This is an optimization exercise on Yosys and OpenROAD, whose aim is small area and a short achievable clock period, not a production implementation.
No functional check of the RTL was part of any run shown here.
No activity file was given, so power comes from the tool's default toggle rates.

==> design.v <==
module Vcpu32Alu (
   input    wire          clk,
   input    wire[0:31]    a,
   input    wire[0:31]    b,
   input    wire[0:7]     ac,
   output   wire[0:31]    r,
   output   wire          c,
   output   wire          n,
   output   wire          z,
   output   wire          err
   );
   wire [31:0] A   = a;
   wire [31:0] B   = b;
   wire        cin = ac[0];
   wire        invB = ac[1];
   wire [1:0]  sh  = ac[3:4];
   wire [2:0]  op  = ac[5:7];
   wire isAdd = ( op == 3'd3 );
   wire selA  = ( op == 3'd1 );
   wire selB  = ( op == 3'd2 );
   wire selAnd = ( op == 3'd5 );
   wire selOr  = ( op == 3'd6 );
   wire selXor = ( op == 3'd7 );
   wire [31:0] tA = ( sh == 2'd0 ) ? A :
                    ( sh == 2'd1 ) ? { A[30:0], 1'b0 } :
                    ( sh == 2'd2 ) ? { A[29:0], 2'b00 } :
                                     { A[28:0], 3'b000 };
   wire [3:0]  fT = { selA | selB | selAnd | selOr,          
                      selA | isAdd | selOr | selXor,         
                      selB | isAdd | selOr | selXor,         
                      1'b0 };                                
   wire [3:0]  uT = invB ? { fT[2], fT[3], fT[0], fT[1] } : fT;
   wire        gP = isAdd & ~invB;                          
   wire        gN = isAdd & invB;                           
   wire [31:0] g  = tA & (( B & { 32 { gP }} ) | ( ~B & { 32 { gN }} ));
   wire        cinA = cin & isAdd;
   wire [31:0] tL = ( tA & B & { 32 { uT[3] }} ) | ( tA & ~B & { 32 { uT[2] }} ) | ( ~tA & B & { 32 { uT[1] }} ) |
                    ( ~tA & ~B & { 32 { uT[0] }} );
   wire [31:0] p  = tL;
   wire s1c0_g0_1 = g[1] | ( p[1] & g[0] );
   wire s1c0_p0_1 = p[1] & p[0];
   wire sum_0 = tL[0] ^ cinA;
   wire sum_1 = tL[1] ^ ( g[0] | ( p[0] & cinA ));
   wire gco_0 = ( s1c0_g0_1 | ( s1c0_p0_1 & cinA ));
   wire s1c1_g0_1 = g[3] | ( p[3] & g[2] );
   wire s1c1_p0_1 = p[3] & p[2];
   wire sum_2 = tL[2];
   wire sum_3 = tL[3] ^ g[2];
   wire gco_1 = s1c1_g0_1;
   wire s1c2_g0_1 = g[5] | ( p[5] & g[4] );
   wire s1c2_p0_1 = p[5] & p[4];
   wire sum_4 = tL[4];
   wire sum_5 = tL[5] ^ g[4];
   wire gco_2 = s1c2_g0_1;
   wire s1c3_g0_1 = g[7] | ( p[7] & g[6] );
   wire s1c3_p0_1 = p[7] & p[6];
   wire sum_6 = tL[6];
   wire sum_7 = tL[7] ^ g[6];
   wire gco_3 = s1c3_g0_1;
   wire s1c4_g0_1 = g[9] | ( p[9] & g[8] );
   wire s1c4_p0_1 = p[9] & p[8];
   wire sum_8 = tL[8];
   wire sum_9 = tL[9] ^ g[8];
   wire gco_4 = s1c4_g0_1;
   wire s1c5_g0_1 = g[11] | ( p[11] & g[10] );
   wire s1c5_p0_1 = p[11] & p[10];
   wire sum_10 = tL[10];
   wire sum_11 = tL[11] ^ g[10];
   wire gco_5 = s1c5_g0_1;
   wire s1c6_g0_1 = g[13] | ( p[13] & g[12] );
   wire s1c6_p0_1 = p[13] & p[12];
   wire sum_12 = tL[12];
   wire sum_13 = tL[13] ^ g[12];
   wire gco_6 = s1c6_g0_1;
   wire s1c7_g0_1 = g[15] | ( p[15] & g[14] );
   wire s1c7_p0_1 = p[15] & p[14];
   wire sum_14 = tL[14];
   wire sum_15 = tL[15] ^ g[14];
   wire gco_7 = s1c7_g0_1;
   wire s1c8_g0_1 = g[17] | ( p[17] & g[16] );
   wire s1c8_p0_1 = p[17] & p[16];
   wire sum_16 = tL[16];
   wire sum_17 = tL[17] ^ g[16];
   wire gco_8 = s1c8_g0_1;
   wire s1c9_g0_1 = g[19] | ( p[19] & g[18] );
   wire s1c9_p0_1 = p[19] & p[18];
   wire sum_18 = tL[18];
   wire sum_19 = tL[19] ^ g[18];
   wire gco_9 = s1c9_g0_1;
   wire s1c10_g0_1 = g[21] | ( p[21] & g[20] );
   wire s1c10_p0_1 = p[21] & p[20];
   wire sum_20 = tL[20];
   wire sum_21 = tL[21] ^ g[20];
   wire gco_10 = s1c10_g0_1;
   wire s1c11_g0_1 = g[23] | ( p[23] & g[22] );
   wire s1c11_p0_1 = p[23] & p[22];
   wire sum_22 = tL[22];
   wire sum_23 = tL[23] ^ g[22];
   wire gco_11 = s1c11_g0_1;
   wire s1c12_g0_1 = g[25] | ( p[25] & g[24] );
   wire s1c12_p0_1 = p[25] & p[24];
   wire sum_24 = tL[24];
   wire sum_25 = tL[25] ^ g[24];
   wire gco_12 = s1c12_g0_1;
   wire s1c13_g0_1 = g[27] | ( p[27] & g[26] );
   wire s1c13_p0_1 = p[27] & p[26];
   wire sum_26 = tL[26];
   wire sum_27 = tL[27] ^ g[26];
   wire gco_13 = s1c13_g0_1;
   wire s1c14_g0_1 = g[29] | ( p[29] & g[28] );
   wire s1c14_p0_1 = p[29] & p[28];
   wire sum_28 = tL[28];
   wire sum_29 = tL[29] ^ g[28];
   wire gco_14 = s1c14_g0_1;
   wire s1c15_g0_1 = g[31] | ( p[31] & g[30] );
   wire s1c15_p0_1 = p[31] & p[30];
   wire sum_30 = tL[30];
   wire sum_31 = tL[31] ^ g[30];
   wire gco_15 = s1c15_g0_1;
   wire [31:0] gSum = { sum_31, sum_30, sum_29, sum_28, sum_27, sum_26, sum_25, sum_24, sum_23, sum_22, sum_21, sum_20, sum_19, sum_18, sum_17, sum_16, sum_15, sum_14, sum_13, sum_12, sum_11, sum_10, sum_9, sum_8, sum_7, sum_6, sum_5, sum_4, sum_3, sum_2, sum_1, sum_0 };
   wire [15:0] gCo = { gco_15, gco_14, gco_13, gco_12, gco_11, gco_10, gco_9, gco_8, gco_7, gco_6, gco_5, gco_4, gco_3, gco_2, gco_1, gco_0 };
   reg [31:0]   s1X;
   reg [15:0]   s1G;
   reg          s1Inv;
   always @( posedge clk ) begin
      s1X   <= gSum;
      s1G   <= gCo;
      s1Inv <= ac[2];
   end
   wire gP_0 = &s1X[1:0];
   wire gP_1 = &s1X[3:2];
   wire gP_2 = &s1X[5:4];
   wire gP_3 = &s1X[7:6];
   wire gP_4 = &s1X[9:8];
   wire gP_5 = &s1X[11:10];
   wire gP_6 = &s1X[13:12];
   wire gP_7 = &s1X[15:14];
   wire gP_8 = &s1X[17:16];
   wire gP_9 = &s1X[19:18];
   wire gP_10 = &s1X[21:20];
   wire gP_11 = &s1X[23:22];
   wire gP_12 = &s1X[25:24];
   wire gP_13 = &s1X[27:26];
   wire gP_14 = &s1X[29:28];
   wire gP_15 = &s1X[31:30];
   wire s2c_g0_1 = s1G[1] | ( gP_1 & s1G[0] );
   wire s2c_p0_1 = gP_1 & gP_0;
   wire s2c_g0_3 = s1G[3] | ( gP_3 & s1G[2] );
   wire s2c_p0_3 = gP_3 & gP_2;
   wire s2c_g0_5 = s1G[5] | ( gP_5 & s1G[4] );
   wire s2c_p0_5 = gP_5 & gP_4;
   wire s2c_g0_7 = s1G[7] | ( gP_7 & s1G[6] );
   wire s2c_p0_7 = gP_7 & gP_6;
   wire s2c_g0_9 = s1G[9] | ( gP_9 & s1G[8] );
   wire s2c_p0_9 = gP_9 & gP_8;
   wire s2c_g0_11 = s1G[11] | ( gP_11 & s1G[10] );
   wire s2c_p0_11 = gP_11 & gP_10;
   wire s2c_g0_13 = s1G[13] | ( gP_13 & s1G[12] );
   wire s2c_p0_13 = gP_13 & gP_12;
   wire s2c_g0_15 = s1G[15] | ( gP_15 & s1G[14] );
   wire s2c_p0_15 = gP_15 & gP_14;
   wire s2c_g1_2 = s1G[2] | ( gP_2 & s2c_g0_1 );
   wire s2c_p1_2 = gP_2 & s2c_p0_1;
   wire s2c_g1_3 = s2c_g0_3 | ( s2c_p0_3 & s2c_g0_1 );
   wire s2c_p1_3 = s2c_p0_3 & s2c_p0_1;
   wire s2c_g1_6 = s1G[6] | ( gP_6 & s2c_g0_5 );
   wire s2c_p1_6 = gP_6 & s2c_p0_5;
   wire s2c_g1_7 = s2c_g0_7 | ( s2c_p0_7 & s2c_g0_5 );
   wire s2c_p1_7 = s2c_p0_7 & s2c_p0_5;
   wire s2c_g1_10 = s1G[10] | ( gP_10 & s2c_g0_9 );
   wire s2c_p1_10 = gP_10 & s2c_p0_9;
   wire s2c_g1_11 = s2c_g0_11 | ( s2c_p0_11 & s2c_g0_9 );
   wire s2c_p1_11 = s2c_p0_11 & s2c_p0_9;
   wire s2c_g1_14 = s1G[14] | ( gP_14 & s2c_g0_13 );
   wire s2c_p1_14 = gP_14 & s2c_p0_13;
   wire s2c_g1_15 = s2c_g0_15 | ( s2c_p0_15 & s2c_g0_13 );
   wire s2c_p1_15 = s2c_p0_15 & s2c_p0_13;
   wire s2c_g2_4 = s1G[4] | ( gP_4 & s2c_g1_3 );
   wire s2c_p2_4 = gP_4 & s2c_p1_3;
   wire s2c_g2_5 = s2c_g0_5 | ( s2c_p0_5 & s2c_g1_3 );
   wire s2c_p2_5 = s2c_p0_5 & s2c_p1_3;
   wire s2c_g2_6 = s2c_g1_6 | ( s2c_p1_6 & s2c_g1_3 );
   wire s2c_p2_6 = s2c_p1_6 & s2c_p1_3;
   wire s2c_g2_7 = s2c_g1_7 | ( s2c_p1_7 & s2c_g1_3 );
   wire s2c_p2_7 = s2c_p1_7 & s2c_p1_3;
   wire s2c_g2_12 = s1G[12] | ( gP_12 & s2c_g1_11 );
   wire s2c_p2_12 = gP_12 & s2c_p1_11;
   wire s2c_g2_13 = s2c_g0_13 | ( s2c_p0_13 & s2c_g1_11 );
   wire s2c_p2_13 = s2c_p0_13 & s2c_p1_11;
   wire s2c_g2_14 = s2c_g1_14 | ( s2c_p1_14 & s2c_g1_11 );
   wire s2c_p2_14 = s2c_p1_14 & s2c_p1_11;
   wire s2c_g2_15 = s2c_g1_15 | ( s2c_p1_15 & s2c_g1_11 );
   wire s2c_p2_15 = s2c_p1_15 & s2c_p1_11;
   wire s2c_g3_8 = s1G[8] | ( gP_8 & s2c_g2_7 );
   wire s2c_p3_8 = gP_8 & s2c_p2_7;
   wire s2c_g3_9 = s2c_g0_9 | ( s2c_p0_9 & s2c_g2_7 );
   wire s2c_p3_9 = s2c_p0_9 & s2c_p2_7;
   wire s2c_g3_10 = s2c_g1_10 | ( s2c_p1_10 & s2c_g2_7 );
   wire s2c_p3_10 = s2c_p1_10 & s2c_p2_7;
   wire s2c_g3_11 = s2c_g1_11 | ( s2c_p1_11 & s2c_g2_7 );
   wire s2c_p3_11 = s2c_p1_11 & s2c_p2_7;
   wire s2c_g3_12 = s2c_g2_12 | ( s2c_p2_12 & s2c_g2_7 );
   wire s2c_p3_12 = s2c_p2_12 & s2c_p2_7;
   wire s2c_g3_13 = s2c_g2_13 | ( s2c_p2_13 & s2c_g2_7 );
   wire s2c_p3_13 = s2c_p2_13 & s2c_p2_7;
   wire s2c_g3_14 = s2c_g2_14 | ( s2c_p2_14 & s2c_g2_7 );
   wire s2c_p3_14 = s2c_p2_14 & s2c_p2_7;
   wire s2c_g3_15 = s2c_g2_15 | ( s2c_p2_15 & s2c_g2_7 );
   wire s2c_p3_15 = s2c_p2_15 & s2c_p2_7;
   wire rs_0 = s1X[0];
   wire rs_1 = s1X[1];
   wire rs_2 = s1X[2] ^ ( s1G[0] );
   wire rs_3 = s1X[3] ^ ( s1G[0] & ( &s1X[2:2] ) );
   wire rs_4 = s1X[4] ^ ( s2c_g0_1 );
   wire rs_5 = s1X[5] ^ ( s2c_g0_1 & ( &s1X[4:4] ) );
   wire rs_6 = s1X[6] ^ ( s2c_g1_2 );
   wire rs_7 = s1X[7] ^ ( s2c_g1_2 & ( &s1X[6:6] ) );
   wire rs_8 = s1X[8] ^ ( s2c_g1_3 );
   wire rs_9 = s1X[9] ^ ( s2c_g1_3 & ( &s1X[8:8] ) );
   wire rs_10 = s1X[10] ^ ( s2c_g2_4 );
   wire rs_11 = s1X[11] ^ ( s2c_g2_4 & ( &s1X[10:10] ) );
   wire rs_12 = s1X[12] ^ ( s2c_g2_5 );
   wire rs_13 = s1X[13] ^ ( s2c_g2_5 & ( &s1X[12:12] ) );
   wire rs_14 = s1X[14] ^ ( s2c_g2_6 );
   wire rs_15 = s1X[15] ^ ( s2c_g2_6 & ( &s1X[14:14] ) );
   wire rs_16 = s1X[16] ^ ( s2c_g2_7 );
   wire rs_17 = s1X[17] ^ ( s2c_g2_7 & ( &s1X[16:16] ) );
   wire rs_18 = s1X[18] ^ ( s2c_g3_8 );
   wire rs_19 = s1X[19] ^ ( s2c_g3_8 & ( &s1X[18:18] ) );
   wire rs_20 = s1X[20] ^ ( s2c_g3_9 );
   wire rs_21 = s1X[21] ^ ( s2c_g3_9 & ( &s1X[20:20] ) );
   wire rs_22 = s1X[22] ^ ( s2c_g3_10 );
   wire rs_23 = s1X[23] ^ ( s2c_g3_10 & ( &s1X[22:22] ) );
   wire rs_24 = s1X[24] ^ ( s2c_g3_11 );
   wire rs_25 = s1X[25] ^ ( s2c_g3_11 & ( &s1X[24:24] ) );
   wire rs_26 = s1X[26] ^ ( s2c_g3_12 );
   wire rs_27 = s1X[27] ^ ( s2c_g3_12 & ( &s1X[26:26] ) );
   wire rs_28 = s1X[28] ^ ( s2c_g3_13 );
   wire rs_29 = s1X[29] ^ ( s2c_g3_13 & ( &s1X[28:28] ) );
   wire rs_30 = s1X[30] ^ ( s2c_g3_14 );
   wire rs_31 = s1X[31] ^ ( s2c_g3_14 & ( &s1X[30:30] ) );
   wire [31:0] rSum = { rs_31, rs_30, rs_29, rs_28, rs_27, rs_26, rs_25, rs_24, rs_23, rs_22, rs_21, rs_20, rs_19, rs_18, rs_17, rs_16, rs_15, rs_14, rs_13, rs_12, rs_11, rs_10, rs_9, rs_8, rs_7, rs_6, rs_5, rs_4, rs_3, rs_2, rs_1, rs_0 };
   wire rCo = s2c_g3_15;
   reg [31:0] s2R;
   reg        s2C;
   reg [7:0]  s2Zc;
   always @( posedge clk ) begin
      s2R <= rSum ^ { 32 { s1Inv }};
      s2C <= rCo;
      s2Zc[0] <= ~|( rSum[3:0] ^ { 4 { s1Inv }} );
      s2Zc[1] <= ~|( rSum[7:4] ^ { 4 { s1Inv }} );
      s2Zc[2] <= ~|( rSum[11:8] ^ { 4 { s1Inv }} );
      s2Zc[3] <= ~|( rSum[15:12] ^ { 4 { s1Inv }} );
      s2Zc[4] <= ~|( rSum[19:16] ^ { 4 { s1Inv }} );
      s2Zc[5] <= ~|( rSum[23:20] ^ { 4 { s1Inv }} );
      s2Zc[6] <= ~|( rSum[27:24] ^ { 4 { s1Inv }} );
      s2Zc[7] <= ~|( rSum[31:28] ^ { 4 { s1Inv }} );
   end
   assign r   = s2R;
   assign c   = s2C;
   assign n   = s2R[31];
   assign z   = &s2Zc;
   assign err = 1'b0;
endmodule
==> flow/run.sh <==
#!/bin/bash
# Layout flow: the standard layout (standard.sh: the standard synthesis script and ORFS steps), with
# two changes:
#  - each input and output port is buffered with a plain sky130_fd_sc_hd__buf_1 (PORT_BUF) rather than
#    the delay buffer that buffer_ports picks by default;
#  - the 4-input multiplexer cells (slow select inputs) are added to the platform's don't-use list
#    (EXTRA_DONT_USE), so synthesis builds the A pre-shift from 2-input multiplexers.
# The whole make output goes to standard_flow.log in the work folder; ORFS's per-step logs are
# under orfs/logs/.
set -euo pipefail
cd "$(dirname "${BASH_SOURCE[0]}")/.."
PORT_BUF=sky130_fd_sc_hd__buf_1
EXTRA_DONT_USE="sky130_fd_sc_hd__mux4_1 sky130_fd_sc_hd__mux4_2 sky130_fd_sc_hd__mux4_4"
export BUFFER_PORTS_ARGS="-buffer_cell ${PORT_BUF}"
# the platform's own don't-use list, as ORFS's make computes it
PLATFORM_DONT_USE=$(make -s -C "$FLOW_HOME" DESIGN_CONFIG="$PWD/config.mk" WORK_HOME="$PWD/orfs" \
  print-DONT_USE_CELLS 2> dont_use_probe.log | sed -n 's/^DONT_USE_CELLS: *//p')
echo "platform don't-use: $PLATFORM_DONT_USE" > dont_use.log
[[ -n "$PLATFORM_DONT_USE" ]]
bash standard.sh "DONT_USE_CELLS=${PLATFORM_DONT_USE} ${EXTRA_DONT_USE}" finish > standard_flow.log 2>&1
==> standard.sh <==
#!/bin/bash
# synth_recipe.tcl (not shown) runs the flow's synth.tcl, then flattens the netlist and writes it again
# the make line also repeats each setting of config.mk as NAME=value (left out here)
make -C /OpenROAD-flow-scripts/flow DESIGN_CONFIG=/design/flow/config.mk WORK_HOME=/design/flow/orfs CLKGATE_MAP_FILE= SYNTH_SCRIPT=/design/flow/synth_recipe.tcl "${@:-finish}"
==> config.mk <==
export PLATFORM = sky130hd
export DESIGN_NAME = Vcpu32Alu
export DESIGN_NICKNAME = Vcpu32Alu
export VERILOG_FILES = /design/flow/design.v
export SDC_FILE = /design/flow/constraint.sdc
export NUM_CORES = 4
export LEC_CHECK = 0
export CAP_MARGIN = 20
export CORE_MARGIN = 2
export CORE_UTILIZATION = 40
export CTS_BUF_LIST = sky130_fd_sc_hd__clkbuf_4 sky130_fd_sc_hd__clkbuf_8
export SETUP_SLACK_MARGIN = 3.0
export SLEW_MARGIN = 20
==> constraint.sdc <==
create_clock -name core_clock -period 5.5 [get_ports {clk}]
set_input_delay 1.1000 -clock core_clock [delete_from_list [all_inputs] [get_ports {clk}]]
set_output_delay 1.1000 -clock core_clock [all_outputs]
set_load 0.01 [all_outputs]
==> qor.yml, run 1 <==
power_and_ir_drop:
  power.switching_fraction: 0.306
  report.power.total_uw: 1710
  worst_ir_drop_vdd_mv: 0.115
  sequentialPowerShare: 0.483
  p_int_uw: 1190
  combPwrFrac: 0.264
  power.share.clock: 0.254
  powerDensity_mw_per_mm2: 290
  power.switching_uw: 525
  p_leak_uw: 0.00253
synth:
  synth_flop_cell: "sky130_fd_sc_hd__dfxtp_1"
  synth_area_leaders: "sky130_fd_sc_hd__dfxtp_1 36%, sky130_fd_sc_hd__mux2i_1 17%, sky130_fd_sc_hd__xnor2_1 11%"
  number_of_storage_elements_in_the_synthesis_netlist: 90
  synth.cell_area_mm2: 0.00507
  postSynthNetCount: 620
  avgSynthCellArea_um2: 9.84
  post-synth-top-count-cell: "sky130_fd_sc_hd__dfxtp_1"
  synth.yosys.warnings: 1
  synthArstFlopShare: 0
  synth_largest_area_cell: "sky130_fd_sc_hd__dfxtp_1"
  synthCells: 515
  yosysTopAreaCellShare: 0.356
  most_frequent_cells_after_synthesis: "90 x sky130_fd_sc_hd__dfxtp_1, 86 x sky130_fd_sc_hd__mux2i_1, 63 x sky130_fd_sc_hd__xnor2_1"
  synth_enable_flop_cells: 0
  synth.lib_cells_used.distinct: 40
  ys_seq_area_frac: 0.356
timing:
  finalMaxSlewViolations: 0
  hold_viol_final: 0
  worst_slew_margin_rel: 0.435
  period_needed_ps: 2440
  final.setup_skew_ps: 13.4
  timing.setup.tns_ps: 0
  tightestPinTransition_ps: 848
  fmax_ghz: 0.410
  grt_setup_unrepaired: "yes"
  report.final.setup_viol: 0
  final_clock_period_utilization_by_the_worst_path: 0.444
critical_path:
  cp_max_stage_cell: "sky130_fd_sc_hd__a311o_1"
  worst-setup-path-type: "flip-flop to flip-flop"
  worst_path_dominant_cell_family: "compound AO/OA/AOI/OAI gates"
  critPathCaptureType: "flip-flop"
  critPathMaxFanout: 3
  setup_crit_start_kind: "flip-flop"
  worst_ep_arrival_time_ps: 2690
  critical_path.n_buffers_inverters: 1
  critical-path-max-stage-delay_ps: 360
  worst_ep_required_time_ps: 5750
  path_cells: "a311o_1 -> a41o_1 -> buf_4 -> a22oi_1 -> a31oi_2 -> ha_1 -> xor2_1 -> nor4_2"
route:
  vias: 3879
  route.antenna.remaining_nets: 0
  drt-initial-drc-count: 170
  drt-wirelength-per-cell_um: 14.2
  detail_route.drc_violations: 0
  post_drt_via_cell_ratio: 4.94
  total_routed_length_um: 11200
  detail_route.first_pass.iterations: 4
place:
  routabilityCongestion: 0.794
  post_place_cells: 765
  detailed_place_hpwl_um: 8760
  io_buffer_count: 107
min_path:
  timing.hold.worst.class: "flip-flop to flip-flop"
cells_and_area:
  post_route_cells_drive_above_1_share: 0.0798
  footprint_of_the_multi_input_gates_mm2: 0.00320
  antennaDiodeCount: 0
  seqCellArea_mm2: 0.00181
  num-fill-cells: 1251
  fin_cells: 786
  finish.net_count: 715
  area.growth.synth_to_final_pct: 16.5
floorplan:
  fp.dieH_um: 117
  placeableCoreArea_mm2: 0.0125
  design.die.area_mm2: 0.0136
  design.portCount: 109
  initial_core_util: 0.405
  dieWidth_um: 117
  rows: 41
clock_tree:
  insertion_delay_ps: 350
  post_cts_hold_buffer_count: 0
  clock_sinks: 90
  cts_buffers: 9
  clk_pin_slew_worst_paths_ps: 90
  tritoncts_clock_tree: "done"
  clockBufferDepth: 2
  clk_root_buffer_cell: "sky130_fd_sc_hd__clkbuf_8"
  htree_levels: 3
global_route:
  grt_first_pass_wirelength_um: 17600
  via_count_of_the_first_global_routing_pass: 3526
  initial_antenna_violation_count: 0
  global_route.usage.total: 0.166
  grt_max_degree: 38
  grt_most_used_layer: "met1"
  gr-usage-met2: 0.231
  groute.layer.met3.usage: 0.0296
  met1_track_demand_over_resource: 0.251
  grt-ovfl-total: 0
outcome:
  status: "no timing/DRC/antenna violations"
flow_run:
  max_cap_viol_count: 0
worst paths after layout:
check	to	start	cells past startpoint	slack (ps)
min	s2C	s1G[15]	1	450
max reg2reg	s2Zc[7]	s1X[10]	8	3060
max	s2Zc[7]	s1X[10]	8	3060
min reg2reg	s2C	s1G[15]	1	450
power by group through the flow:
stage / Clock, µW / Combinational [µW] / Sequential (µW)
final: 434 / 451 / 827
after global routing: 476 / 503 / 840
after CTS: 448 / 439 / 826
after detailed placement: 0 / 432 / 841
after global placement: 0 / 425 / 840
after floorplan: 0 / 283 / 852
layout make-up:
| class | instances | share of cell area |
|---|---|---|
| Inverter | 1 | 0.000636 |
| Sequential cell | 90 | 0.306 |
| Multi-Input combinational cell | 393 | 0.543 |
| Clock inverter | 3 | 0.00678 |
| Timing Repair Buffer | 115 | 0.0818 |
| Tap cell | 172 | 0.0364 |
| Clock buffer | 12 | 0.0259 |
state kept, by name, indices dropped and copies added, names as in the netlist:
name and count:
s1X 32, s1G 16, s2R 32, s2Zc 8, s1Inv 1, s2C 1
cell families (layout without fill, tap and decap cells):
kind of cell | count (synthesis) | after routing | synth area share
muxes | 89 | 89 | 0.177
and+or+nand+nor | 111 | 111 | 0.117
adders and majority gates | 32 | 32 | 0.0790
AOI/OAI and AO/OA | 80 | 80 | 0.102
other | 1 | 1 | 0.000740
DFF | 90 | 90 | 0.356
buffers and inverters | 32 | 131 | 0.0301
xor gates and xnor gates | 80 | 80 | 0.138
metal layers:
layer,wire length (µm),up-vias
met3,518,18
met4,267,0
met1,5910,1743
li1,-,2029
met5,0,-
met2,4490,89
worst reg2reg max path: cells and delay by family (launching register included):
family	cells	cell delay, ps
adder cells (fa/ha/maj)	1	310
AND/OR/NAND/NOR	1	310
AO/OA/AOI/OAI	4	1060
XOR/XNOR	1	180
flip-flops	1	340
buffers and inverters	1	140
placed cells by master, fill, tap and decap left out, types with 15 or more instances in the layout:
cell,instances
sky130_fd_sc_hd__xnor2_1,61
sky130_fd_sc_hd__nand3_1,34
sky130_fd_sc_hd__buf_1,104
sky130_fd_sc_hd__xor2_1,17
sky130_fd_sc_hd__mux2i_1,85
sky130_fd_sc_hd__a21o_1,17
sky130_fd_sc_hd__o21ai_0,33
sky130_fd_sc_hd__dfxtp_1,87
sky130_fd_sc_hd__ha_1,29
sky130_fd_sc_hd__nor2_1,24
sky130_fd_sc_hd__nor3b_1,15
metrics by stage:
stage	setup WS (ps)	utilization	hold WS, ps	cell area [µm²]
floorplan	2970	-	392	5070
global placement	2280	0.444	438	5560
detailed placement	2200	0.444	435	5560
CTS	2950	0.463	454	5790
global route	2960	0.472	473	5900
finish	3060	0.472	446	5900
repair_timing:
| action | CTS | global route |
|---|---|---|
| pin swaps | 2 | 8 |
| hold endpoints to repair | 0 | 0 |
| gates resized for setup | 6 | 16 |
| setup buffers | 2 | 4 |
| endpoints found under the setup margin | 45 | 34 |
==> run 2, diff against run 1 <==
--- a/config.mk
+++ b/config.mk
@@ -10,4 +10,4 @@
 export CORE_UTILIZATION = 40
 export CTS_BUF_LIST = sky130_fd_sc_hd__clkbuf_4 sky130_fd_sc_hd__clkbuf_8
-export SETUP_SLACK_MARGIN = 3.0
+export SETUP_SLACK_MARGIN = 3.2
 export SLEW_MARGIN = 20
==> qor.yml, run 2 <==
outcome:
  status: "no timing/DRC/antenna violations"  # unchanged
cells_and_area:
  layout.cells.most_common_list: "103 x sky130_fd_sc_hd__buf_1, 80 x sky130_fd_sc_hd__dfxtp_1, 60 x sky130_fd_sc_hd__mux2i_1, 57 x sky130_fd_sc_hd__xnor2_1, 33 x sky130_fd_sc_hd__nand3_1"  # was 104 x sky130_fd_sc_hd__buf_1, 87 x sky130_fd_sc_hd__dfxtp_1, 85 x sky130_fd_sc_hd__mux2i_1, 61 x sky130_fd_sc_hd__xnor2_1, 34 x sky130_fd_sc_hd__nand3_1
  antennaDiodeCount: 0  # unchanged
  finish.net_count: 726  # was 715
  fin_cells: 798  # was 786
  finalCoreUtilization: 0.501  # was 0.472
  post_route_cells_drive_above_1_share: 0.188  # was 0.0798
  mostFrequentLayoutCell: "sky130_fd_sc_hd__buf_1"  # unchanged
  area.growth.synth_to_final_pct: 23.7  # was 16.5%
  regs_by_ff_count: "s1X (32), s2R (32), s1G (16)"  # unchanged
timing:
  final_clock_period_utilization_by_the_worst_path: 0.429  # was 0.444
  fmax_ghz: 0.423  # was 0.410 GHz
  tightestPinTransition_ps: 906  # was 848 ps
  period_needed_ps: 2360  # was 2440 ps
  worst_slew_margin_rel: 0.396  # was 0.435
  report.final.setup_viol: 0  # unchanged
  finalMaxSlewViolations: 0  # unchanged
  final.setup_skew_ps: 8.04  # was 13.4 ps
  timing.setup.tns_ps: 0  # unchanged
  grt_setup_unrepaired: "yes"  # unchanged
  hold_viol_final: 0  # unchanged
route:
  detail_route.drc_violations: 0  # unchanged
  detail_route.first_pass.iterations: 4  # unchanged
  drt-initial-drc-count: 164  # was 170
  post_drt_via_cell_ratio: 5.08  # was 4.94
  route.antenna.remaining_nets: 0  # unchanged
  total_routed_length_um: 12400  # was 11200 µm
  vias: 4056  # was 3879
  drt-wirelength-per-cell_um: 15.5  # was 14.2 µm
critical_path:
  worst_ep_arrival_time_ps: 2620  # was 2690 ps
  critical-path-max-stage-delay_ps: 330  # was 360 ps
  critical_path.n_buffers_inverters: 1  # unchanged
  critPathCaptureType: "flip-flop"  # unchanged
  critPathMaxFanout: 2  # was 3
  cp_max_stage_cell: "sky130_fd_sc_hd__a311o_1"  # unchanged
  setup_crit_start_kind: "flip-flop"  # unchanged
  crit_top_cell: "sky130_fd_sc_hd__xnor2_2"
  cp_num_cells: 10  # was 8
  worst-r2r-setup-slack_ps: 3140  # was 3060 ps
  rr_startpoint: "s1G[4]"  # was s1X[10]
  regToRegEndpoint: "s2Zc[5]"  # was s2Zc[7]
  path_cells: "a311o_1 -> a41o_1 -> a21oi_2 -> buf_4 -> o21ai_2 -> a31o_1 -> ha_2 -> xnor2_2 -> xnor2_2 -> nor4_1"  # was a311o_1 -> a41o_1 -> buf_4 -> a22oi_1 -> a31oi_2 -> ha_1 -> xor2_1 -> nor4_2
  worst_path_dominant_cell_family: "compound AO/OA/AOI/OAI gates"  # unchanged
  r2r.worst_path.cells: 10  # was 8
  worst-setup-path-type: "flip-flop to flip-flop"  # unchanged
  worst_ep_required_time_ps: 5760  # was 5750 ps
place:
  io_buffer_count: 107  # unchanged
  post_place_cells: 765  # unchanged
  detailed_place_hpwl_um: 9050  # was 8760 µm
  routabilityCongestion: 0.784  # was 0.794
clock_tree:
  clk_pin_slew_worst_paths_ps: 80  # was 90 ps
  clockBufferDepth: 2  # unchanged
  insertion_delay_ps: 350  # about the same
  tritoncts_clock_tree: "done"  # unchanged
  htree_levels: 3  # unchanged
  clk_root_buffer_cell: "sky130_fd_sc_hd__clkbuf_8"  # unchanged
  clock_sinks: 90  # unchanged
  cts_buffers: 9  # unchanged
floorplan:
  rows: 41  # unchanged
  design.portCount: 109  # unchanged
  fp.dieH_um: 117  # unchanged
  initial_core_util: 0.405  # unchanged
  placeableCoreArea_mm2: 0.0125  # unchanged
  design.die.area_mm2: 0.0136  # unchanged
  dieWidth_um: 117  # unchanged
global_route:
  grt_max_degree: 38  # unchanged
  via_count_of_the_first_global_routing_pass: 3662  # was 3526
  grt_first_pass_wirelength_um: 18200  # was 17600 µm
  initial_antenna_violation_count: 0  # unchanged
  global_route.usage.total: 0.171  # was 0.166
  grt-ovfl-total: 0  # unchanged
synth:
  synth_largest_area_cell: "sky130_fd_sc_hd__dfxtp_1"  # unchanged
  post-synth-top-count-cell: "sky130_fd_sc_hd__dfxtp_1"  # unchanged
  synth.yosys.warnings: 1  # unchanged
  synth.lib_cells_used.distinct: 40  # unchanged
  avgSynthCellArea_um2: 9.84  # unchanged
  postSynthNetCount: 620  # unchanged
  synthArstFlopShare: 0  # unchanged
  most_frequent_cells_after_synthesis: "90 x sky130_fd_sc_hd__dfxtp_1, 86 x sky130_fd_sc_hd__mux2i_1, 63 x sky130_fd_sc_hd__xnor2_1"  # unchanged
  number_of_storage_elements_in_the_synthesis_netlist: 90  # unchanged
  synth_enable_flop_cells: 0  # unchanged
  yosysTopAreaCellShare: 0.356  # unchanged
  synth_area_leaders: "sky130_fd_sc_hd__dfxtp_1 36%, sky130_fd_sc_hd__mux2i_1 17%, sky130_fd_sc_hd__xnor2_1 11%"  # unchanged
  ys_seq_area_frac: 0.356  # unchanged
  synth.cell_area_mm2: 0.00507  # unchanged
  synthCells: 515  # unchanged
  synth_flop_cell: "sky130_fd_sc_hd__dfxtp_1"  # unchanged
power_and_ir_drop:
  p_leak_uw: 0.00260  # was 0.00253 µW
  power.switching_fraction: 0.316  # was 0.306
  power.switching_uw: 545  # was 525 µW
  powerDensity_mw_per_mm2: 275  # was 290 mW/mm²
  sequentialPowerShare: 0.482  # was 0.483
  worst_ir_drop_vdd_mv: 0.0954  # was 0.115 mV
  p_int_uw: 1180  # was 1190 µW
  power.share.clock: 0.227  # was 0.254
  combPwrFrac: 0.292  # was 0.264
min_path:
  min_delay_worst_endpoint: "s2C"  # unchanged
  hold_start: "s1G[15]"  # unchanged
  worst_hold_stages: 1  # unchanged
  timing.hold.worst.class: "flip-flop to flip-flop"  # unchanged
flow_run:
  max_cap_viol_count: 0  # unchanged
## run 2: metrics by stage
step / setup slack [ps] / hold WS, ps / total power [µW] / instance area, µm²
4_1_cts: 3130 / 454 / 1700 / 5970
3_3_place_gp: 2240 / 440 / 1280 / 5650
3_5_place_dp: 2220 / 436 / 1290 / 5650
2_1_floorplan: 3070 / 392 / 1150 / 5220
5_1_grt: 3030 / 470 / 1820 / 6270
6_report: 3140 / 440 / 1720 / 6270
## run 2: worst max path at each step
stage | start | to | slack (ps)
after floorplan | ac[4] | s1G[8] | 3070
after global placement | ac[4] | s1G[9] | 2240
after detailed placement | ac[4] | s1G[10] | 2220
after CTS | s1G[4] | s2Zc[6] | 3130
after global routing | s1X[27] | s2Zc[7] | 3030
final | s1G[4] | s2Zc[5] | 3140
## run 2: cell families (layout without fill, tap and decap cells)
group	count (synthesis)	after routing	share of synthesized area
AO/OA/AOI/OAI	80	80	0.102
flip-flops	90	90	0.356
XOR/XNOR	80	80	0.138
other	1	1	0.000740
multiplexers	89	90	0.177
adder cells (fa/ha/maj)	32	32	0.0790
AND/OR/NAND/NOR	111	111	0.117
buffers and inverters	32	142	0.0301
## run 2: what timing repair did
item	CTS	global route
pin swaps	12	18
hold buffers	0	0
setup endpoints to repair	54	25
buffers inserted	7	7
cloned	0	3
gates resized for setup	19	45
## run 2: power by group through the flow
stage	registers [µW]	clock network [µW]	logic, µW
floorplan	852	0	302
global route	841	428	551
global placement	838	0	442
CTS	826	401	470
detailed placement	841	0	452
finish	830	391	502
## run 2: metal layers
layer | global-route usage | wire, µm | vias up
met1 | 0.255 | 6190 | 1891
li1 | - | - | 2053
met5 | 0 | 0 | -
met3 | 0.0197 | 566 | 11
met2 | 0.255 | 5460 | 101
met4 | 0.0588 | 155 | 0
## run 2: layout make-up
| class | count | area, µm² |
|---|---|---|
| multi-input cells | 394 | 3440 |
| well taps | 172 | 215 |
| inverters | 1 | 3.75 |
| fillers | 1235 | 6250 |
| clock buffers | 13 | 160 |
| flip-flops and latches | 90 | 1820 |
| clock inverters | 3 | 15.0 |
| repair buffers | 125 | 616 |
## run 2: worst reg2reg max path, delay by kind of cell, from the launching register on
kind | cells | cell delay, ps
buffers and inverters | 1 | 150
XOR/XNOR | 2 | 290
AND/OR/NAND/NOR | 1 | 280
AO/OA/AOI/OAI | 5 | 1060
adder cells (fa/ha/maj) | 1 | 180
flip-flops | 1 | 320
==> run 3, diff against run 2 <==
--- a/design.v
+++ b/design.v
@@ -22,8 +22,6 @@
    wire selOr  = ( op == 3'd6 );
    wire selXor = ( op == 3'd7 );
-   wire [31:0] tA = ( sh == 2'd0 ) ? A :
-                    ( sh == 2'd1 ) ? { A[30:0], 1'b0 } :
-                    ( sh == 2'd2 ) ? { A[29:0], 2'b00 } :
-                                     { A[28:0], 3'b000 };
+   wire [31:0] tA2 = sh[1] ? { A[29:0], 2'b00 } : A;
+   wire [31:0] tA  = sh[0] ? { tA2[30:0], 1'b0 } : tA2;
    wire [3:0]  fT = { selA | selB | selAnd | selOr,          
                       selA | isAdd | selOr | selXor,         
@@ -244,21 +242,12 @@
    reg [31:0] s2R;
    reg        s2C;
-   reg [7:0]  s2Zc;
    always @( posedge clk ) begin
       s2R <= rSum ^ { 32 { s1Inv }};
       s2C <= rCo;
-      s2Zc[0] <= ~|( rSum[3:0] ^ { 4 { s1Inv }} );
-      s2Zc[1] <= ~|( rSum[7:4] ^ { 4 { s1Inv }} );
-      s2Zc[2] <= ~|( rSum[11:8] ^ { 4 { s1Inv }} );
-      s2Zc[3] <= ~|( rSum[15:12] ^ { 4 { s1Inv }} );
-      s2Zc[4] <= ~|( rSum[19:16] ^ { 4 { s1Inv }} );
-      s2Zc[5] <= ~|( rSum[23:20] ^ { 4 { s1Inv }} );
-      s2Zc[6] <= ~|( rSum[27:24] ^ { 4 { s1Inv }} );
-      s2Zc[7] <= ~|( rSum[31:28] ^ { 4 { s1Inv }} );
    end
    assign r   = s2R;
    assign c   = s2C;
    assign n   = s2R[31];
-   assign z   = &s2Zc;
+   assign z   = ( s2R == 32'd0 );
    assign err = 1'b0;
 endmodule
--- a/config.mk
+++ b/config.mk
@@ -8,6 +8,6 @@
 export CAP_MARGIN = 20
 export CORE_MARGIN = 2
-export CORE_UTILIZATION = 40
+export CORE_UTILIZATION = 60
 export CTS_BUF_LIST = sky130_fd_sc_hd__clkbuf_4 sky130_fd_sc_hd__clkbuf_8
-export SETUP_SLACK_MARGIN = 3.2
+export SETUP_SLACK_MARGIN = 3.0
 export SLEW_MARGIN = 20
==> qor.yml, run 3 <==
floorplan:
  initial_core_util: 0.625  # was 0.405
  design.portCount: 109  # unchanged
  rows: 32  # was 41
  fp.dieH_um: 94.2  # was 117 µm
  dieWidth_um: 94.2  # was 117 µm
  design.die.area_mm2: 0.00887  # was 0.0136 mm²
  placeableCoreArea_mm2: 0.00781  # was 0.0125 mm²
cells_and_area:
  finish.net_count: 697  # was 726
  antennaDiodeCount: 0  # unchanged
  area.growth.synth_to_final_pct: 15.9  # was 23.7%
  seqCellArea_mm2: 0.00164  # was 0.00182 mm²
  footprint_of_the_multi_input_gates_mm2: 0.00319  # was 0.00344 mm²
  regs_by_ff_count: "s1X (32), s2R (32), s1G (16)"  # unchanged
  num-fill-cells: 653  # was 1235
  fin_cells: 698  # was 798
  layout.cells.most_common_list: "103 x sky130_fd_sc_hd__buf_1, 80 x sky130_fd_sc_hd__dfxtp_1, 74 x sky130_fd_sc_hd__mux2i_1, 62 x sky130_fd_sc_hd__xnor2_1, 35 x sky130_fd_sc_hd__o21ai_0"  # was 103 x sky130_fd_sc_hd__buf_1, 80 x sky130_fd_sc_hd__dfxtp_1, 60 x sky130_fd_sc_hd__mux2i_1, 57 x sky130_fd_sc_hd__xnor2_1, 33 x sky130_fd_sc_hd__nand3_1
  mostFrequentLayoutCell: "sky130_fd_sc_hd__buf_1"  # unchanged
  finalCoreUtilization: 0.724  # was 0.501
  post_route_cells_drive_above_1_share: 0.0872  # was 0.188
critical_path:
  worst-setup-path-type: "flip-flop to output port"  # was flip-flop to flip-flop
  worst_ep_arrival_time_ps: 1450  # was 2620 ps
  critPathMaxFanout: 2  # unchanged
  critPathCaptureType: "output port"  # was flip-flop
  worst_ep_required_time_ps: 4400  # was 5760 ps
  setup_crit_start_kind: "flip-flop"  # unchanged
clock_tree:
  cts_buffers: 9  # unchanged
  tritoncts_clock_tree: "done"  # unchanged
  post_cts_setup_buffers: 0  # was 7
  clk_root_buffer_cell: "sky130_fd_sc_hd__clkbuf_8"  # unchanged
  insertion_delay_ps: 350  # about the same
  clk_pin_slew_worst_paths_ps: 80  # about the same
  htree_levels: 3  # unchanged
  clock_sinks: 82  # was 90
  post_cts_hold_buffer_count: 0  # unchanged
  clockBufferDepth: 2  # unchanged
place:
  detailed_place_hpwl_um: 8340  # was 9050 µm
  post_place_cells: 683  # was 765
  place_ws_ps: 2130  # was 2220 ps
  io_buffer_count: 107  # unchanged
  routabilityCongestion: 0.847  # was 0.784
global_route:
  via_count_of_the_first_global_routing_pass: 3780  # was 3662
  initial_antenna_violation_count: 0  # unchanged
  grt_max_degree: 38  # unchanged
  global_route.usage.total: 0.267  # was 0.171
  grt-ovfl-total: 0  # unchanged
  grt_first_pass_wirelength_um: 18300  # was 18200 µm
route:
  detail_route.first_pass.iterations: 5  # was 4
  drt-initial-drc-count: 198  # was 164
  drt-wirelength-per-cell_um: 16.0  # was 15.5 µm
  vias: 3971  # was 4056
  route.antenna.remaining_nets: 0  # unchanged
  detail_route.drc_violations: 0  # unchanged
  total_routed_length_um: 11200  # was 12400 µm
  post_drt_via_cell_ratio: 5.69  # was 5.08
synth:
  postSynthNetCount: 609  # was 620
  synthCells: 504  # was 515
  synth_largest_area_cell: "sky130_fd_sc_hd__dfxtp_1"  # unchanged
  number_of_storage_elements_in_the_synthesis_netlist: 82  # was 90
  synth.yosys.warnings: 1  # unchanged
  synth_enable_flop_cells: 0  # unchanged
  synthArstFlopShare: 0  # unchanged
  most_frequent_cells_after_synthesis: "87 x sky130_fd_sc_hd__mux2i_1, 82 x sky130_fd_sc_hd__dfxtp_1, 62 x sky130_fd_sc_hd__xnor2_1"  # was 90 x sky130_fd_sc_hd__dfxtp_1, 86 x sky130_fd_sc_hd__mux2i_1, 63 x sky130_fd_sc_hd__xnor2_1
  ys_seq_area_frac: 0.336  # was 0.356
  synth_flop_cell: "sky130_fd_sc_hd__dfxtp_1"  # unchanged
  synth.lib_cells_used.distinct: 36  # was 40
  synth.cell_area_mm2: 0.00488  # was 0.00507 mm²
  avgSynthCellArea_um2: 9.68  # was 9.84 µm²
  yosysTopAreaCellShare: 0.336  # was 0.356
  synth_area_leaders: "sky130_fd_sc_hd__dfxtp_1 34%, sky130_fd_sc_hd__mux2i_1 18%, sky130_fd_sc_hd__xnor2_1 11%"  # was sky130_fd_sc_hd__dfxtp_1 36%, sky130_fd_sc_hd__mux2i_1 17%, sky130_fd_sc_hd__xnor2_1 11%
  post-synth-top-count-cell: "sky130_fd_sc_hd__mux2i_1"  # was sky130_fd_sc_hd__dfxtp_1
timing:
  setup_slack_ps: 2950  # was 3140 ps
  fmax_ghz: 0.392  # was 0.423 GHz
  hold_viol_final: 0  # unchanged
  hold-worst-slack_ps: 453  # was 440 ps
  grt_setup_unrepaired: "yes"  # unchanged
  report.final.setup_viol: 0  # unchanged
  final_clock_period_utilization_by_the_worst_path: 0.464  # was 0.429
  tightestPinTransition_ps: 986  # was 906 ps
  final.setup_skew_ps: 11.5  # was 8.04 ps
  finalMaxSlewViolations: 0  # unchanged
  period_needed_ps: 2550  # was 2360 ps
  worst_slew_margin_rel: 0.343  # was 0.396
  timing.setup.tns_ps: 0  # unchanged
power_and_ir_drop:
  worst_ir_drop_vdd_mv: 0.157  # was 0.0954 mV
  powerDensity_mw_per_mm2: 304  # was 275 mW/mm²
  p_leak_uw: 0.00245  # was 0.00260 µW
flow_run:
  max_cap_viol_count: 0  # unchanged
outcome:
  status: "no timing/DRC/antenna violations"  # unchanged
min_path:
  timing.hold.worst.class: "flip-flop to flip-flop"  # unchanged
==> run 3: final timing paths <==
check	start	end	slack, ps	cells after the start
max	s2R[29]	z	2950	4
min	s1G[15]	s2C	450	1
max reg2reg	s1G[0]	s2R[30]	3080	7
min reg2reg	s1G[15]	s2C	450	1
==> run 3: through the flow <==
step | power, µW | cell area, µm²
after global placement | 1180 | 5330
after CTS | 1730 | 5630
after detailed placement | 1190 | 5330
after global routing | 1820 | 5650
final | 1720 | 5650
after floorplan | 1060 | 4950
==> run 3: critical path, stage by stage (launching register included) <==
cell and delay [ps]:
sky130_fd_sc_hd__dfxtp_1 330, sky130_fd_sc_hd__nor4_2 320, sky130_fd_sc_hd__nand4_1 190, sky130_fd_sc_hd__nor2_1 120, sky130_fd_sc_hd__buf_2 140
==> run 3: timing repair <==
| action | CTS | global route |
|---|---|---|
| pin swaps | 5 | 2 |
| endpoints found under the setup margin | 47 | 25 |
| gates resized for setup | 14 | 6 |
==> run 3: report_power, final <==
group	total [µW]	internal, µW	switching (µW)
Combinational	415	186	230
Sequential	778	698	80.0
Clock	528	302	226
==> run 3: cell families (layout without fill, tap and decap cells) <==
family          after synthesis  count (layout)  share of synthesized area
mux                          90              90                      0.185
flops                        82              82                      0.336
simple gates                106             106                      0.116
xor+xnor                     80              80                      0.144
buf+inv                      35             127                     0.0328
compound gates               78              78                      0.103
other cells                   1               1                   0.000768
fa+ha+maj                    32              32                     0.0821
==> run 3: final cells by class <==
| type | count | share of cell area |
|---|---|---|
| timing repair buffer | 109 | 0.0783 |
| clock buffer | 9 | 0.0219 |
| tap | 102 | 0.0226 |
| inverter | 3 | 0.00199 |
| clock inverter | 6 | 0.0204 |
| multi-input combinational | 387 | 0.564 |
| sequential | 82 | 0.291 |
==> run 3: layer usage <==
layer	up-vias	track usage	part of all wire
met2	133	0.449	0.48
met5	-	0	0
met1	1846	0.357	0.46
li1	1979	-	-
met3	13	0.0353	0.052
met4	0	0.0797	0.011
==> run 4, diff against run 3 <==
--- a/design.v
+++ b/design.v
@@ -22,6 +22,7 @@
    wire selOr  = ( op == 3'd6 );
    wire selXor = ( op == 3'd7 );
-   wire [31:0] tA2 = sh[1] ? { A[29:0], 2'b00 } : A;
-   wire [31:0] tA  = sh[0] ? { tA2[30:0], 1'b0 } : tA2;
+   wire [3:0]  shD = { sh == 2'd3, sh == 2'd2, sh == 2'd1, sh == 2'd0 };
+   wire [31:0] tA  = ( A & { 32 { shD[0] }} ) | ( { A[30:0], 1'b0 } & { 32 { shD[1] }} ) |
+                     ( { A[29:0], 2'b00 } & { 32 { shD[2] }} ) | ( { A[28:0], 3'b000 } & { 32 { shD[3] }} );
    wire [3:0]  fT = { selA | selB | selAnd | selOr,          
                       selA | isAdd | selOr | selXor,         
==> qor.yml, run 4 <==
outcome:
  status: "no timing/DRC/antenna violations"  # unchanged
critical_path:
  worst-r2r-setup-slack_ps: 3060  # was 3080 ps
  regToRegEndpoint: "s2R[28]"  # was s2R[30]
  worst-setup-path-type: "flip-flop to output port"  # unchanged
  setup_crit_start_kind: "flip-flop"  # unchanged
  worst_ep_arrival_time_ps: 1480  # was 1450 ps
  rr_startpoint: "s1G[2]"  # was s1G[0]
  worst_ep_required_time_ps: 4400  # about the same
  critPathCaptureType: "output port"  # unchanged
  critPathMaxFanout: 2  # unchanged
  r2r.worst_path.cells: 7  # unchanged
global_route:
  grt_max_degree: 38  # unchanged
  via_count_of_the_first_global_routing_pass: 3789  # was 3780
  global_route.usage.total: 0.254  # was 0.267
  grt-ovfl-total: 0  # unchanged
  grt_first_pass_wirelength_um: 17600  # was 18300 µm
  initial_antenna_violation_count: 0  # unchanged
power_and_ir_drop:
  combPwrFrac: 0.246  # was 0.241
  sequentialPowerShare: 0.460  # was 0.452
  power.share.clock: 0.294  # was 0.307
  p_int_uw: 1160  # was 1190 µW
  power.switching_fraction: 0.315  # was 0.311
  report.power.total_uw: 1700  # was 1720 µW
  worst_ir_drop_vdd_mv: 0.140  # was 0.157 mV
  p_leak_uw: 0.00246  # was 0.00245 µW
  powerDensity_mw_per_mm2: 301  # was 304 mW/mm²
  power.switching_uw: 535  # was 536 µW
cells_and_area:
  antennaDiodeCount: 0  # unchanged
  post_route_cells_drive_above_1_share: 0.0883  # was 0.0872
  area.growth.synth_to_final_pct: 15.3  # was 15.9%
  finish.net_count: 700  # was 697
  finalInstanceArea_mm2: 0.00564  # was 0.00565 mm²
  regs_by_ff_count: "s1X (32), s2R (32), s1G (16)"  # unchanged
  layout.cells.most_common_list: "103 x sky130_fd_sc_hd__buf_1, 84 x sky130_fd_sc_hd__mux2i_1, 73 x sky130_fd_sc_hd__dfxtp_1, 63 x sky130_fd_sc_hd__xnor2_1"  # was 103 x sky130_fd_sc_hd__buf_1, 80 x sky130_fd_sc_hd__dfxtp_1, 74 x sky130_fd_sc_hd__mux2i_1, 62 x sky130_fd_sc_hd__xnor2_1, 35 x sky130_fd_sc_hd__o21ai_0
  mostFrequentLayoutCell: "sky130_fd_sc_hd__buf_1"  # unchanged
  finalCoreUtilization: 0.723  # was 0.724
clock_tree:
  tritoncts_clock_tree: "done"  # unchanged
  insertion_delay_ps: 360  # was 350 ps
  clock_sinks: 82  # unchanged
  post_cts_setup_buffers: 0  # unchanged
  htree_levels: 3  # unchanged
  clk_root_buffer_cell: "sky130_fd_sc_hd__clkbuf_8"  # unchanged
  cts_buffers: 9  # unchanged
  clockBufferDepth: 2  # unchanged
  clk_pin_slew_worst_paths_ps: 90  # was 80 ps
min_path:
  worst_hold_stages: 1  # unchanged
  hold_start: "s1X[1]"  # was s1G[15]
  timing.hold.worst.class: "flip-flop to flip-flop"  # unchanged
  min_delay_worst_endpoint: "s2R[1]"  # was s2C
route:
  detail_route.drc_violations: 0  # unchanged
  vias: 3933  # was 3971
  drt-wirelength-per-cell_um: 15.6  # was 16.0 µm
  route.antenna.remaining_nets: 0  # unchanged
  post_drt_via_cell_ratio: 5.60  # was 5.69
  detail_route.first_pass.iterations: 4  # was 5
  total_routed_length_um: 10900  # was 11200 µm
  drt-initial-drc-count: 146  # was 198
timing:
  finalMaxSlewViolations: 0  # unchanged
  tightestPinTransition_ps: 950  # was 986 ps
  timing.setup.tns_ps: 0  # unchanged
  period_needed_ps: 2580  # was 2550 ps
  setup_slack_ps: 2920  # was 2950 ps
  final.setup_skew_ps: 9.88  # was 11.5 ps
  grt_setup_unrepaired: "yes"  # unchanged
  fmax_ghz: 0.387  # was 0.392 GHz
  report.final.setup_viol: 0  # unchanged
  final_clock_period_utilization_by_the_worst_path: 0.469  # was 0.464
  hold_viol_final: 0  # unchanged
  worst_slew_margin_rel: 0.367  # was 0.343
place:
  detailed_place_hpwl_um: 8160  # was 8340 µm
  routabilityCongestion: 0.851  # was 0.847
  io_buffer_count: 107  # unchanged
  placement.cell_area_mm2: 0.00532  # was 0.00533 mm²
  place_ws_ps: 2220  # was 2130 ps
synth:
  synthArstFlopShare: 0  # unchanged
  synth.cell_area_mm2: 0.00490  # was 0.00488 mm²
  synth.lib_cells_used.distinct: 41  # was 36
  number_of_storage_elements_in_the_synthesis_netlist: 82  # unchanged
  postSynthNetCount: 611  # was 609
  avgSynthCellArea_um2: 9.68  # about the same
  yosysTopAreaCellShare: 0.335  # was 0.336
  synth_flop_cell: "sky130_fd_sc_hd__dfxtp_1"  # unchanged
  synth_largest_area_cell: "sky130_fd_sc_hd__dfxtp_1"  # unchanged
  synth_area_leaders: "sky130_fd_sc_hd__dfxtp_1 34%, sky130_fd_sc_hd__mux2i_1 18%, sky130_fd_sc_hd__xnor2_1 11%"  # unchanged
  post-synth-top-count-cell: "sky130_fd_sc_hd__mux2i_1"  # unchanged
  synth_enable_flop_cells: 0  # unchanged
  synthCells: 506  # was 504
  most_frequent_cells_after_synthesis: "86 x sky130_fd_sc_hd__mux2i_1, 82 x sky130_fd_sc_hd__dfxtp_1, 63 x sky130_fd_sc_hd__xnor2_1"  # was 87 x sky130_fd_sc_hd__mux2i_1, 82 x sky130_fd_sc_hd__dfxtp_1, 62 x sky130_fd_sc_hd__xnor2_1
  ys_seq_area_frac: 0.335  # was 0.336
  synth.yosys.warnings: 1  # unchanged
floorplan:
  placeableCoreArea_mm2: 0.00781  # unchanged
  initial_core_util: 0.627  # was 0.625
  dieWidth_um: 94.3  # was 94.2 µm
  fp.dieH_um: 94.3  # was 94.2 µm
  design.die.area_mm2: 0.00890  # was 0.00887 mm²
  rows: 32  # unchanged
  design.portCount: 109  # unchanged
flow_run:
  max_cap_viol_count: 0  # unchanged
-- run 4: cell types whose count changed after synthesis, moves of 2 or more --
cell	delta
sky130_fd_sc_hd__a211oi_1	-2
sky130_fd_sc_hd__a311o_1	-2
sky130_fd_sc_hd__a31o_1	-4
sky130_fd_sc_hd__a31o_2	+2
sky130_fd_sc_hd__and3_1	+2
sky130_fd_sc_hd__buf_1	+2
sky130_fd_sc_hd__buf_4	-2
sky130_fd_sc_hd__inv_1	-3
sky130_fd_sc_hd__nand3_1	+5
sky130_fd_sc_hd__nand4_1	-3
sky130_fd_sc_hd__nor2_1	-2
sky130_fd_sc_hd__or4_1	+2
-- run 4: how the worst max path moves through the flow --
| stage | slack, ps | endpoint | from | cells after the start |
|---|---|---|---|---|
| 6_report | 2920 | z | s2R[24] | 4 |
| 2_1_floorplan | 2980 | s1G[1] | ac[3] | 7 |
| 4_1_cts | 2870 | z | s2R[29] | 4 |
| 5_1_grt | 2810 | z | s2R[24] | 4 |
| 3_3_place_gp | 2270 | s1G[8] | ac[4] | 7 |
| 3_5_place_dp | 2220 | s1G[8] | ac[4] | 7 |
-- run 4: routing by layer --
layer / track usage / vias up / wire length (µm)
met4: 0.100 / 0 / 180
li1: - / 1993 / -
met3: 0.0375 / 18 / 573
met5: 0 / - / 0
met2: 0.433 / 129 / 5150
met1: 0.324 / 1793 / 5020
-- run 4: final cells by class --
type	count	area, µm²
well taps	102	128
clock buffers	11	145
clock inverters	5	85.1
multi-input cells	393	3200
repair buffers	109	435
flip-flops and latches	82	1650
fillers	620	2160
-- run 4: worst max-delay path: stages (launching register included) --
cell                      delay, ps
sky130_fd_sc_hd__dfxtp_2        350
sky130_fd_sc_hd__nor4_4         310
sky130_fd_sc_hd__nand4_1        200
sky130_fd_sc_hd__nor2_1         130
sky130_fd_sc_hd__buf_2          130
-- run 4: power by group through the flow --
stage | Clock (µW) | Combinational (µW) | Sequential, µW
2_1_floorplan | 0 | 271 | 793
3_3_place_gp | 0 | 403 | 779
3_5_place_dp | 0 | 409 | 783
4_1_cts | 507 | 417 | 777
5_1_grt | 531 | 465 | 796
6_report | 500 | 417 | 782
-- run 4: what timing repair did --
action,4_1_cts,5_1_grt
hold buffers,0,0
gates resized for setup,15,11
setup endpoints to repair,42,14
pin swaps,5,6
-- run 4: logic make-up after synthesis --
logic type	Yosys count	share of synthesized area
flops	82	0.335
fa+ha+maj	32	0.0818
compound gates	78	0.103
xor+xnor	80	0.143
other cells	1	0.000766
mux	89	0.183
buf+inv	31	0.0281
simple gates	113	0.125
-- run 4: stage by stage --
step	cells	hold WS, ps
final	702	445
after global placement	686	409
after global routing	702	466
after CTS	702	448
after floorplan	506	406
after detailed placement	686	435
==> run 5, diff against run 4 <==
--- a/design.v
+++ b/design.v
@@ -22,7 +22,8 @@
    wire selOr  = ( op == 3'd6 );
    wire selXor = ( op == 3'd7 );
-   wire [3:0]  shD = { sh == 2'd3, sh == 2'd2, sh == 2'd1, sh == 2'd0 };
-   wire [31:0] tA  = ( A & { 32 { shD[0] }} ) | ( { A[30:0], 1'b0 } & { 32 { shD[1] }} ) |
-                     ( { A[29:0], 2'b00 } & { 32 { shD[2] }} ) | ( { A[28:0], 3'b000 } & { 32 { shD[3] }} );
+   wire [31:0] tA = ( sh == 2'd0 ) ? A :
+                    ( sh == 2'd1 ) ? { A[30:0], 1'b0 } :
+                    ( sh == 2'd2 ) ? { A[29:0], 2'b00 } :
+                                     { A[28:0], 3'b000 };
    wire [3:0]  fT = { selA | selB | selAnd | selOr,          
                       selA | isAdd | selOr | selXor,         
@@ -32,8 +33,14 @@
    wire        gP = isAdd & ~invB;                          
    wire        gN = isAdd & invB;                           
-   wire [31:0] g  = tA & (( B & { 32 { gP }} ) | ( ~B & { 32 { gN }} ));
+   wire [31:0] g;
    wire        cinA = cin & isAdd;
-   wire [31:0] tL = ( tA & B & { 32 { uT[3] }} ) | ( tA & ~B & { 32 { uT[2] }} ) | ( ~tA & B & { 32 { uT[1] }} ) |
-                    ( ~tA & ~B & { 32 { uT[0] }} );
+   wire [31:0] tL;
+   genvar k;
+   generate
+      for ( k = 0; k < 32; k = k + 1 ) begin : lut
+         assign tL[k] = tA[k] ? ( B[k] ? uT[3] : uT[2] ) : ( B[k] ? uT[1] : uT[0] );
+         assign g[k]  = tA[k] & ( B[k] ? gP : gN );
+      end
+   endgenerate
    wire [31:0] p  = tL;
    wire s1c0_g0_1 = g[1] | ( p[1] & g[0] );
==> qor.yml, run 5 <==
cells_and_area:
  finish.net_count: 715  # was 700
  area.growth.synth_to_final_pct: 13.6  # was 15.3%
  num-fill-cells: 671  # was 620
  layout.cells.most_common_list: "103 x sky130_fd_sc_hd__buf_1, 88 x sky130_fd_sc_hd__mux2i_1, 80 x sky130_fd_sc_hd__dfxtp_1, 62 x sky130_fd_sc_hd__xnor2_1, 35 x sky130_fd_sc_hd__o21ai_0"  # was 103 x sky130_fd_sc_hd__buf_1, 84 x sky130_fd_sc_hd__mux2i_1, 73 x sky130_fd_sc_hd__dfxtp_1, 63 x sky130_fd_sc_hd__xnor2_1
  post_route_cells_drive_above_1_share: 0.0668  # was 0.0883
  regs_by_ff_count: "s1X (32), s2R (32), s1G (16)"  # unchanged
  mostFrequentLayoutCell: "sky130_fd_sc_hd__buf_1"  # unchanged
  antennaDiodeCount: 0  # unchanged
critical_path:
  worst_ep_required_time_ps: 4400  # about the same
  critPathMaxFanout: 2  # unchanged
  worst-setup-path-type: "flip-flop to output port"  # unchanged
  critPathCaptureType: "output port"  # unchanged
  setup_crit_start_kind: "flip-flop"  # unchanged
  worst_ep_arrival_time_ps: 1330  # was 1480 ps
floorplan:
  dieWidth_um: 94.6  # was 94.3 µm
  design.die.area_mm2: 0.00895  # was 0.00890 mm²
  fp.dieH_um: 94.6  # was 94.3 µm
  rows: 33  # was 32
  initial_core_util: 0.609  # was 0.627
  placeableCoreArea_mm2: 0.00809  # was 0.00781 mm²
  design.portCount: 109  # unchanged
synth:
  synth_largest_area_cell: "sky130_fd_sc_hd__dfxtp_1"  # unchanged
  ys_seq_area_frac: 0.333  # was 0.335
  post-synth-top-count-cell: "sky130_fd_sc_hd__mux2i_1"  # unchanged
  avgSynthCellArea_um2: 9.49  # was 9.68 µm²
  synthCells: 519  # was 506
  postSynthNetCount: 624  # was 611
  synth.lib_cells_used.distinct: 37  # was 41
  synth.yosys.warnings: 1  # unchanged
  synth_flop_cell: "sky130_fd_sc_hd__dfxtp_1"  # unchanged
  synth_area_leaders: "sky130_fd_sc_hd__dfxtp_1 33%, sky130_fd_sc_hd__mux2i_1 18%, sky130_fd_sc_hd__xnor2_1 11%"  # was sky130_fd_sc_hd__dfxtp_1 34%, sky130_fd_sc_hd__mux2i_1 18%, sky130_fd_sc_hd__xnor2_1 11%
  number_of_storage_elements_in_the_synthesis_netlist: 82  # unchanged
  yosysTopAreaCellShare: 0.333  # was 0.335
  most_frequent_cells_after_synthesis: "88 x sky130_fd_sc_hd__mux2i_1, 82 x sky130_fd_sc_hd__dfxtp_1, 62 x sky130_fd_sc_hd__xnor2_1"  # was 86 x sky130_fd_sc_hd__mux2i_1, 82 x sky130_fd_sc_hd__dfxtp_1, 63 x sky130_fd_sc_hd__xnor2_1
  synth_enable_flop_cells: 0  # unchanged
  synthArstFlopShare: 0  # unchanged
  synth.cell_area_mm2: 0.00493  # was 0.00490 mm²
flow_run:
  max_cap_viol_count: 0  # unchanged
timing:
  timing.setup.tns_ps: 0  # unchanged
  final_clock_period_utilization_by_the_worst_path: 0.442  # was 0.469
  final.setup_skew_ps: 12.4  # was 9.88 ps
  worst_slew_margin_rel: 0.609  # was 0.367
  hold_viol_final: 0  # unchanged
  grt_setup_unrepaired: "yes"  # unchanged
  period_needed_ps: 2430  # was 2580 ps
  tightestPinTransition_ps: 587  # was 950 ps
  finalMaxSlewViolations: 0  # unchanged
  report.final.setup_viol: 0  # unchanged
  fmax_ghz: 0.412  # was 0.387 GHz
route:
  drt-wirelength-per-cell_um: 14.7  # was 15.6 µm
  route.antenna.remaining_nets: 0  # unchanged
  drt-initial-drc-count: 155  # was 146
  total_routed_length_um: 10500  # was 10900 µm
  detail_route.first_pass.iterations: 4  # unchanged
  vias: 3933  # unchanged
  detail_route.drc_violations: 0  # unchanged
  post_drt_via_cell_ratio: 5.47  # was 5.60
clock_tree:
  clockBufferDepth: 2  # unchanged
  post_cts_hold_buffer_count: 0  # unchanged
  clock_sinks: 82  # unchanged
  clk_pin_slew_worst_paths_ps: 80  # was 90 ps
  htree_levels: 3  # unchanged
  tritoncts_clock_tree: "done"  # unchanged
  clk_root_buffer_cell: "sky130_fd_sc_hd__clkbuf_8"  # unchanged
  insertion_delay_ps: 340  # was 360 ps
  cts_buffers: 9  # unchanged
global_route:
  grt_first_pass_wirelength_um: 16100  # was 17600 µm
  initial_antenna_violation_count: 0  # unchanged
  grt-ovfl-total: 0  # unchanged
  grt_max_degree: 37  # was 38
  via_count_of_the_first_global_routing_pass: 3368  # was 3789
  global_route.usage.total: 0.231  # was 0.254
power_and_ir_drop:
  report.power.total_uw: 1560  # was 1700 µW
  worst_ir_drop_vdd_mv: 0.122  # was 0.140 mV
  powerDensity_mw_per_mm2: 278  # was 301 mW/mm²
  p_leak_uw: 0.00244  # was 0.00246 µW
place:
  detailed_place_hpwl_um: 7840  # was 8160 µm
  io_buffer_count: 107  # unchanged
  routabilityCongestion: 0.791  # was 0.851
outcome:
  status: "no timing/DRC/antenna violations"  # unchanged
min_path:
  timing.hold.worst.class: "flip-flop to flip-flop"  # unchanged
## run 5: cell count changes after synthesis, moves of 4 or more
cell / previous run / this run
sky130_fd_sc_hd__o31ai_1: 0 / 4
sky130_fd_sc_hd__nand3_1: 37 / 33
sky130_fd_sc_hd__or3_1: 0 / 4
sky130_fd_sc_hd__nand2_1: 8 / 15
sky130_fd_sc_hd__buf_4: 2 / 6
sky130_fd_sc_hd__inv_1: 0 / 5
sky130_fd_sc_hd__nor2_1: 25 / 29
## run 5: layer usage
metal | global-route usage | wire, µm
met4 | 0.0761 | 120
met3 | 0.0343 | 581
met2 | 0.337 | 4440
met5 | 0 | 0
met1 | 0.347 | 5410
## run 5: final timing paths
kind | startpoint | endpoint | slack (ps) | cells after the start
min | s1X[3] | s2R[3] | 470 | 1
max reg2reg | s1X[15] | s2R[30] | 3300 | 7
min reg2reg | s1X[3] | s2R[3] | 470 | 1
max | s2R[30] | z | 3070 | 4
## run 5: power by group
group          internal, µW  switching [µW]
logic                   187             236
registers               699            78.7
clock network           168             189
## run 5: what timing repair did
item	4_1_cts	5_1_grt
pin swaps	3	5
cloned	0	1
setup buffers	0	1
resized for setup	11	9
setup endpoints to repair	47	20
## run 5: per-stage QoR
stage	hold WS (ps)	cells	area (µm²)	utilization	setup WS [ps]
6_report	466	719	5600	0.692	3070
5_1_grt	489	719	5600	0.692	2960
4_1_cts	462	717	5540	0.684	3010
3_5_place_dp	447	702	5330	0.659	2200
3_3_place_gp	447	702	5330	0.659	2220
2_1_floorplan	394	519	4930	-	2990
## run 5: cells by family after synthesis
kind of cell / synth area share
AOI/OAI and AO/OA: 0.0960
adders and majority gates: 0.0813
muxes: 0.186
other: 0.000761
and+or+nand+nor: 0.126
xor gates and xnor gates: 0.142
buffers and inverters: 0.0353
DFF: 0.333
## run 5: cell type report
cell class	count	area [µm²]	area share
repair buffers	111	459	0.0820
clock buffers	11	139	0.0248
well taps	105	131	0.0235
inverters	5	18.8	0.00335
clock inverters	4	20.0	0.00358
multi-input cells	401	3190	0.569
flip-flops and latches	82	1640	0.294
## run 5: worst max-delay path, stage by stage (launching register included)
cell                      delay [ps]
sky130_fd_sc_hd__dfxtp_2         340
sky130_fd_sc_hd__nor4_4          250
sky130_fd_sc_hd__nand4_1         150
sky130_fd_sc_hd__nor2_1          110
sky130_fd_sc_hd__buf_2           130

[static timing again, ports no longer ideal]
In the flow no input, the clock included, has a driving cell. The finished layouts below were timed again as built, in two steps.
Step 1 sets driving cells, clkbuf_16 on the clock port and buf_2 on the other inputs (assumed; they add their load-dependent delay and slew).
Step 2, shift: input delay + t, output delay - t, t = (earliest + latest rising clock arrival at the registers) / 2. This alone moves slack from input paths to output paths.
Slacks: ideal ports / drivers / drivers and shift; pairs: ideal ports / drivers.
run | t, ns | slack for setup (ns) | worst hold slack (ns)
run 1 | 0.371 | 3.060 / 3.060 / 2.750 | 0.446 / 0.446 / 0.446
run 2 | 0.372 | 3.139 / 3.139 / 2.895 | 0.440 / 0.440 / 0.440
run 3 | 0.381 | 2.949 / 2.915 / 2.676 | 0.453 / 0.453 / 0.453
run 4 | 0.387 | 2.918 / 2.885 / 2.718 | 0.445 / 0.445 / 0.445
run 5 | 0.363 | 3.070 / 3.041 / 2.723 | 0.466 / 0.466 / 0.466
After both steps setup and hold are still met in every run listed. The setup slack of run 5, which loses most, moves by -0.029 ns with the drivers and by -0.347 ns with both steps.
